This is an optimization exercise on Yosys and OpenROAD, whose aim is small area, not a production implementation. Function was checked by simulation only, so behaviour that the tests miss may differ from the original.

==> flow/design.v, too long to show whole: its modules and the start of the top module <==
// module mul: 2312 lines
// module bias_add: 320 lines
// module fa: 4 lines
// module ha: 4 lines
// module mac: 6039 lines
// module mac_kern: 37 lines
// module bias_shifter: 41 lines
// module mux3n: 3 lines
// module act_shifter: 15 lines
// module bnorm_quant_act: 55 lines
// module conv_kern: 54 lines
module conv_kern(
    clk,
    rstn,
    is_last_layer,
    scale,
    bias,
    act_shift,
    bias_shift,
    is_conv3x3,
    vld_i,
    win,
    din,
    acc_o,
    vld_o
);
  // ...
==> flow/flow/run.sh <==
#!/bin/bash
# The standard layout (standard.sh), with every port buffered by a
# sky130_fd_sc_hd__buf_2 cell instead of the cell buffer_ports picks itself.
set -uo pipefail
bash standard.sh synth > synth.log 2>&1 || exit 1
BUFFER_PORTS_ARGS="-buffer_cell sky130_fd_sc_hd__buf_2" bash standard.sh finish > finish.log 2>&1
==> flow/standard.sh <==
#!/bin/bash
# synth_recipe.tcl (not shown) runs the flow's synth.tcl, then flattens the netlist and writes it again
# the make line also repeats each setting of config.mk as NAME=value (left out here)
make -C /OpenROAD-flow-scripts/flow DESIGN_CONFIG=/design/flow/config.mk WORK_HOME=/design/flow/orfs CLKGATE_MAP_FILE= SYNTH_SCRIPT=/design/flow/synth_recipe.tcl "${@:-finish}"
==> flow/config.mk <==
export PLATFORM = sky130hd
export DESIGN_NAME = conv_kern
export DESIGN_NICKNAME = conv_kern
export VERILOG_FILES = /design/flow/design.v
export SDC_FILE = /design/flow/constraint.sdc
export NUM_CORES = 4
export LEC_CHECK = 0
export CAP_MARGIN = 20
export CORE_MARGIN = 2
export CORE_UTILIZATION = 40
export GPL_TIMING_DRIVEN = 0
export SLEW_MARGIN = 20
export SYNTH_HIERARCHICAL = 1
==> flow/constraint.sdc <==
create_clock -name core_clock -period 8.0 [get_ports {clk}]
set_input_delay 1.6000 -clock core_clock [delete_from_list [all_inputs] [get_ports {clk}]]
set_output_delay 1.6000 -clock core_clock [all_outputs]
set_load 0.01 [all_outputs]
==> impl_metrics.env, run 1 <==
export IMPL_fin_util_pct=43.8
export IMPL_io_buffers=198
export IMPL_drv_slew=0
export IMPL_final_common_cell="fa_1"
export IMPL_top_layer="met5"
export IMPL_met1_usage_pct=41.1
export IMPL_status="finished clean"
export IMPL_slowest_delay_ns=0.76
export IMPL_core_region_area_sq_mm=0.113
export IMPL_reg2reg_from="u_mac_kern.u_mac.acc[1]$_DFF_P_"
export IMPL_hold_ws_ns=0.358
export IMPL_cts_tree="built"
export IMPL_cp_depth=13
export IMPL_largest_reg_flops=36
export IMPL_antenna_cells=25
export IMPL_setup_worst_path_end_class="register"
export IMPL_clk_latency_ns=0.48
export IMPL_die_width_um=342
export IMPL_avgViaCountPerCell=5.90
export IMPL_skew_ns=0.0234
export IMPL_die_h_um=342
export IMPL_initial_core_util_pct=40.4
export IMPL_mostFrequentLayoutCells="1466 x fa_1, 1270 x nand2_1, 200 x buf_2, 192 x ha_1, 185 x and2_1"
export IMPL_critPathLaunch="win[10]"
export IMPL_period_needed_ns=7.94
export IMPL_postCtsSetupBuffers=0
export IMPL_overflow=0
export IMPL_met3_usage_pct=9.63
export IMPL_drt_pass1_iter_count=12
export IMPL_postRouteAntennaNets=0
export IMPL_ys_types=82
export IMPL_worst_pin_slew_ns=1.05
export IMPL_worst_hold_path_type="reg2reg"
export IMPL_placed_cells=5822
==> run 2, diff against run 1 <==
--- a/flow/config.mk
+++ b/flow/config.mk
@@ -9,4 +9,5 @@
 export CORE_MARGIN = 2
-export CORE_UTILIZATION = 40
+export CORE_UTILIZATION = 60
 export GPL_TIMING_DRIVEN = 0
+export PLACE_DENSITY = 0.72
 export SLEW_MARGIN = 20
==> impl_metrics.env, run 2 <==
export IMPL_syn_cell_area_sq_mm=0.0456
export IMPL_period_needed_ns=7.69
export IMPL_postCtsHoldBufs=0
export IMPL_synth_seq_area_share_pct=5.35
export IMPL_seq_area_sq_mm=0.00244
export IMPL_drv_slew=0
export IMPL_synth_mux_area_fraction_pct=0.817
export IMPL_cts_sinks=120
export IMPL_worst_slack_ns=0.311
export IMPL_largest_register="u_bnorm_quant_act.mult_r"
export IMPL_rrSetupSlack_ns=0.74
export IMPL_rr_worst_depth=24
export IMPL_drc=0
export IMPL_critPathMaxFanout=10
export IMPL_crit_slowest_cell="fa_1"
export IMPL_vias=35704
export IMPL_synth_top_area_cell="fa_1"
export IMPL_synthArstFlopShare_pct=6.67
export IMPL_drt_iter0_drc=5530
export IMPL_grt_total_usage_pct=45.2
export IMPL_worst_hold_path_type="reg2reg"
export IMPL_grt_setup_unrepaired="false"
export IMPL_worstHoldPathCells=0
export IMPL_path_class="in2reg"
export IMPL_reg2reg_from="u_mac_kern.u_mac.acc[3]$_DFF_P_"
export IMPL_dpl_cell_area_sq_mm=0.0480
export IMPL_dieArea_sq_mm=0.0783
export IMPL_die_h_um=280
export IMPL_io_buffers=198
export IMPL_ys_types=82
export IMPL_reg_top3="u_bnorm_quant_act.mult_r x36, u_mac_kern.u_mac.acc x25"
export IMPL_arrival_ns=8.09
export IMPL_slowest_delay_ns=0.57
export IMPL_grt_max_degree=36
export IMPL_largest_reg_flops=36
export IMPL_hold_start="u_mac_kern.vld_o$_DFF_PN0_"
export IMPL_grt_antenna_before_repair=19
export IMPL_period_share_pct=96.1
export IMPL_avgViaCountPerCell=6.68
export IMPL_setup_worst_path_end_class="register"
export IMPL_synth_seq_cells=120
export IMPL_mostFrequentLayoutCells="1465 x fa_1, 1270 x nand2_1, 200 x buf_2, 192 x ha_1, 185 x and2_1"
export IMPL_cts_htree_levels=4
export IMPL_grt_pass1_wl_um=248000
export IMPL_setup_viol=0
export IMPL_worst_setup_path_start_kind="input port"
export IMPL_path_common_cell="fa_1"
export IMPL_worst_pin_slew_ns=1.09
export IMPL_hold_violations=0
export IMPL_drive_gt1_share_pct=8.93
export IMPL_clock_fmax_mhz=130
export IMPL_grt_pass1_vias=38450
export IMPL_ios=310
export IMPL_final_common_cell="fa_1"
export IMPL_fin_area_sq_mm=0.0486
export IMPL_synth_top_area_share_pct=64.3
export IMPL_postRouteAntennaNets=0
export IMPL_synth_simple_area_share_pct=15.1
export IMPL_post_place_ws_ns=-0.806
export IMPL_syn_num_nets=6076
export IMPL_die_width_um=280
export IMPL_clk_latency_ns=0.46
export IMPL_placementRows=101
export IMPL_avgSynthCellArea_sq_um=11.1
export IMPL_cts_buffers=17
export IMPL_hold_ws_ns=0.346
export IMPL_synth_most_common_cell="fa_1"
export IMPL_overflow=0
export IMPL_gp_congestion=1.06
export IMPL_slew_headroom_pct=27.5
export IMPL_synthTopCellsByArea="fa_1 64%, nand2_1 10%, ha_1 5.3%"
export IMPL_synth_top_family_by_area="adder cells"
export IMPL_core_region_area_sq_mm=0.0756
export IMPL_drt_pass1_iter_count=14
export IMPL_cts_reportedPaths_clkPinSlew_ns=0.07
export IMPL_num_fill_cells=6143
export IMPL_cts_root_buf="clkbuf_16"
export IMPL_synth_warning_count=10
export IMPL_synth_compound_area_share_pct=4.37
export IMPL_area_growth_pct=6.57
export IMPL_synth_fa_ha_area_share_pct=69.6
export IMPL_place_hpwl_um=145000
export IMPL_synth_ff_type="dfxtp_1"
export IMPL_synth_common_cells="1466 x fa_1, 1270 x nand2_1, 192 x ha_1"
export IMPL_synth_edff_count=0
export IMPL_placed_cells=5300
export IMPL_initial_core_util_pct=60.4
export IMPL_status="finished clean"
export IMPL_whs_endpoint="u_bnorm_quant_act.vld_r$_DFF_PN0_"
export IMPL_multiInputGateArea_sq_mm=0.0414
export IMPL_wl_um=172000
export IMPL_crit_required_ns=8.40
export IMPL_skew_ns=0.0141
export IMPL_wire_per_inst_um=32.1
export IMPL_netlist_instances=4117
export IMPL_nets=6300
export IMPL_clockBufferDepth=2
export IMPL_rr_endpoint="u_bnorm_quant_act.mult_r[24]$_DFF_P_"
export IMPL_fin_cells=5345
export IMPL_cts_tree="built"
export IMPL_maxCapViolations=0
export IMPL_synth_xor_area_share_pct=0.749
[run 2: cell counts after synthesis]
Identical to the previous run, type by type.
[run 2: worst max path at each step]
stage / to / from / cells after the start / slack, ns
final: u_bnorm_quant_act.mult_r[24]$_DFF_P_ / scale[2] / 25 / 0.31
after global routing: u_bnorm_quant_act.mult_r[26]$_DFF_P_ / scale[2] / 25 / 0.03
after CTS: u_bnorm_quant_act.mult_r[26]$_DFF_P_ / scale[2] / 25 / 0.07
after detailed placement: u_bnorm_quant_act.mult_r[26]$_DFF_P_ / scale[2] / 26 / -0.81
after global placement: u_bnorm_quant_act.accum_out[3]$_DFF_P_ / bias_shift[1] / 27 / -1.22
after floorplan: u_bnorm_quant_act.accum_out[0]$_DFF_P_ / bias_shift[1] / 26 / 0.27
[run 2: logic make-up after synthesis]
family,Yosys count
adder cells (fa/ha/maj),1658
AND/OR/NAND/NOR,1615
buffers and inverters,418
AO/OA/AOI/OAI,240
flip-flops,120
XOR/XNOR,39
multiplexers,27
[run 2: per-stage QoR]
step           setup TNS (ns)  utilization [%]
2_1_floorplan               0                -
3_5_place_dp           -11.77             63.5
6_report                    0             64.3
5_1_grt                     0             64.3
3_3_place_gp           -17.78             63.3
4_1_cts                     0             64.2
[run 2: cell type report]
cell class	instances	share of cell area, %
Multi-Input combinational cell	3579	85.1
Sequential cell	120	5.02
Buffer	260	2.61
Tap cell	978	2.52
Timing Repair Buffer	208	2.27
Inverter	155	1.20
Clock buffer	17	0.875
Clock inverter	15	0.293
Antenna cell	13	0.0669
[run 2: modules after synthesis (local to each module, per instance), excerpt]
| module | cells | flops+latches | cell area [sq um] | times used |
|---|---|---|---|---|
| act_shifter | 56 | 0 | 529 | 1 |
| bias_shifter | 84 | 0 | 529 | 1 |
| fa | 1 | 0 | 20.0 | 1466 |
| bias_add | 126 | 0 | 913 | 1 |
| mux3n | 1 | 0 | 10.0 | 91 |
| mac | 1406 | 65 | 7140 | 1 |
| mac_kern | 31 | 8 | 335 | 1 |
| mul | 664 | 0 | 3260 | 1 |
| bnorm_quant_act | 68 | 47 | 1100 | 1 |
[run 2: repair_timing]
| item | CTS | global route |
|---|---|---|
| pin swaps | 0 | 3 |
| endpoints found under the setup margin | 12 | 16 |
| resized for setup | 3 | 20 |
| gates cloned | 0 | 0 |
| buffers inserted | 0 | 3 |
[run 2: layer usage]
metal	up-vias	part of all wire, %	GRT usage, %
met3	742	15	16.7
li1	13311	-	-
met5	-	0.058	0
met1	18363	35	60.3
met2	3274	42	63.6
met4	14	7.9	27.3
[run 2: worst max-delay path, delay by kind of cell]
family / cells / cell delay, ns
compound gates: 6 / 1.17
xor+xnor: 1 / 0.18
fa+ha+maj: 10 / 3.66
buf+inv: 3 / 0.40
simple gates: 5 / 1.06

[port drivers added, routing unchanged]
In the flow no input, the clock included, has a driving cell. The finished layouts below were timed again as built, in two steps.
Step 1, drivers: a clkbuf_16 drives clk and a buf_2 each remaining input, both assumed.
Step 2 adds t to the input delays and takes it off the output delays; t is the mean of the earliest and latest rising clock arrival at the registers after step 1. Input paths then give back, and output paths get back, about the clock's delay inside the block.
a / b / c = ideal ports / drivers / drivers and shift; a / b = the first two.
run | t, ns | setup slack, ns | hold slack, ns | clock arrival spread, ns | cell pins on the clock port's net
run 1 | 0.520 | 0.061 / 0.089 / -0.432 | 0.358 / 0.358 / 0.358 | 0.025 / 0.025 | 1
run 2 | 0.515 | 0.311 / 0.344 / -0.171 | 0.346 / 0.346 / 0.346 | 0.014 / 0.014 | 1
Met with ideal ports but missed after step 2: setup timing in run 1 and run 2. The setup slack of run 1, which loses most, moves by +0.028 ns with the drivers and by -0.493 ns with both steps.
